Source: an optimization exercise on an open RTL-to-GDS flow (aim: small area and a short achievable clock period). Production flows keep margins and buffers that such runs may drop. Function was checked by simulation only, so behaviour that the tests miss may differ from the original.

Setup of the baseline:
Design macc_417, start of the top module:
module macc_417
  #(parameter A_WIDTH = 32,
    parameter B_WIDTH = 32
  )
  (
    input clk,
    input rst,
    input [A_WIDTH-1:0] a,
    input [B_WIDTH-1:0] b,
    input accumulate_enable,
    output [A_WIDTH+B_WIDTH-1:0] result,
    output overflow
  );
Size in the first run: roughly 2400 cells after synthesis, about 26000 sq um of cells after synthesis.
export LEC_CHECK = 0
export CAP_MARGIN = 20
export CORE_MARGIN = 2
export CORE_UTILIZATION = 40
export SLEW_MARGIN = 20
export SYNTH_HIERARCHICAL = 1
export SYNTH_MINIMUM_KEEP_SIZE = 0
create_clock -name core_clock -period 55.0 [get_ports {clk}]
standard.sh (not shown) runs the stock make flow with config.mk's settings and CLKGATE_MAP_FILE= SYNTH_SCRIPT=/design/flow/synth_recipe.tcl, a recipe that flattens the netlist after the stock synthesis.
==> flow/flow/run.sh <==
#!/bin/bash
# The standard layout (the standard.sh: standard synthesis, then ORFS to
# finish), with one change: the buffers placed on the input and output ports
# are sky130_fd_sc_hd__buf_2 cells instead of the ones buffer_ports picks.
set -euo pipefail
export BUFFER_PORTS_ARGS="-buffer_cell sky130_fd_sc_hd__buf_2"
bash standard.sh > standard_flow.log 2>&1
The baseline went all the way through synthesis, placement and routing and the layout is clean on timing, DRC and antenna.
The following lists how the candidate was set up differently from the baseline:
diff --git a/flow/design.v b/flow/design.v
--- a/flow/design.v
+++ b/flow/design.v
@@ -18,15 +18,15 @@
   end
   wire [31:0] ag = a & {32{accumulate_enable}};
   wire [32:0] bx = {b, 1'b0};
   wire [15:0] one, two, neg, negn;
   genvar gi;
   generate
     for (gi = 0; gi < 16; gi = gi + 1) begin : g_enc
-      booth_enc u_enc (.y(bx[2*gi+2:2*gi]),
+      booth_enc u_enc (.en(accumulate_enable), .y(bx[2*gi+2:2*gi]),
                        .one(one[gi]), .two(two[gi]), .neg(neg[gi]), .negn(negn[gi]));
     end
   endgenerate
   wire [31:0] pl;
   last_row u_last (.y(b[31]), .a(ag), .pl(pl));
   wire [32:0] pp0;
   booth_row u_row0 (.one(one[0]), .two(two[0]), .neg(neg[0]), .a(ag), .pp(pp0));
@@ -728,18 +728,18 @@
   wire [64:0] x = {c589, c587, c584, c581, c577, c573, c568, c563, c557, c551, c544, c537, c529, c521, c512, c503, c493, c483, c472, c461, c449, c437, c424, c411, c397, c383, c368, c353, c337, c321, c304, c287, c271, c255, c239, c224, c209, c195, c181, c168, c155, c143, c131, c120, c109, c99, c89, c80, c71, c63, c55, c48, c41, c35, c29, c24, c19, c15, c11, c8, s7, c3, s2, pp0[1], pp0[0]};
   wire [64:0] y = {s590, s589, s587, s584, s581, s577, s573, s568, s563, s557, s551, s544, s537, s529, s521, s512, s503, s493, s483, s472, s461, s449, s437, s424, s411, s397, s383, s368, s353, s337, s321, s304, s287, s271, s255, s239, s224, s209, s195, s181, s168, s155, s143, s131, s120, s109, s99, s89, s80, s71, s63, s55, s48, s41, s35, s29, s24, s19, s15, s11, s8, s5, s3, s1, s0};
   wire [64:0] sum;
   final_adder u_add (.x(x), .y(y), .s(sum));
   assign result = sum[63:0];
   assign overflow = sum[64];
 endmodule
-module booth_enc (input [2:0] y, output one, output two, output neg, output negn);
+module booth_enc (input en, input [2:0] y, output one, output two, output neg, output negn);
   assign one = y[1] ^ y[0];
   assign two = (y[2] & ~y[1] & ~y[0]) | (~y[2] & y[1] & y[0]);
-  assign neg = y[2];
+  assign neg = en & y[2];
   assign negn = ~neg;
 endmodule
 module booth_row (input one, input two, input neg, input [31:0] a, output [32:0] pp);
   wire [32:0] a0 = {1'b0, a};
   wire [32:0] a1 = {a, 1'b0};
   assign pp = ((a0 & {33{one}}) | (a1 & {33{two}})) ^ {33{neg}};
 endmodule
==> run summary <==
Per the comparison of the candidate with the baseline, logic depth of the worst path, buffers included decreased 11%, clock-pin slew on the worst setup and hold paths barely changed.
Status: core box area parity (the candidate, the baseline)
The candidate vs. the baseline: count of placed standard cells in the final layout, fillers left out increased by about 0.64% relative to the old numbers; worst path setup slack after routing decreased by 0.19 ns relative to the old numbers.
Of the baseline and the candidate, the candidate shows the lower count of clock-buffer cells in the layout, with the baseline above it.
Number of ordinary and repair buffers in the finished layout came out higher on the candidate than on the baseline.
The candidate drops more vias than the baseline.

-- separate check: timing with driven ports --
The flow's constraints put no driver on any port. The routed layouts listed below were extracted and timed again, unchanged, in two steps. Step 1: set_driving_cell puts a clkbuf_16 on clk and a buf_2 on each other input, an assumption about the parent block. Step 2 also shifts input and output timing later by t, the mid clock arrival at the registers, as if the neighbouring blocks saw the same clock. Slacks: no drivers / after step 1 / after step 2; pairs: no drivers / after step 1.
run | t (ns) | setup slack, ns | clock arrival spread, ns
the baseline | 0.462 | 24.717 / 24.696 / 24.696 | 0.019 / 0.019
the candidate | 0.470 | 24.527 / 24.498 / 24.498 | 0.012 / 0.012
After both steps every run listed still meets setup and hold. For the candidate, which loses most, drivers alone change the setup slack by -0.029 ns; drivers and shift together by -0.029 ns.
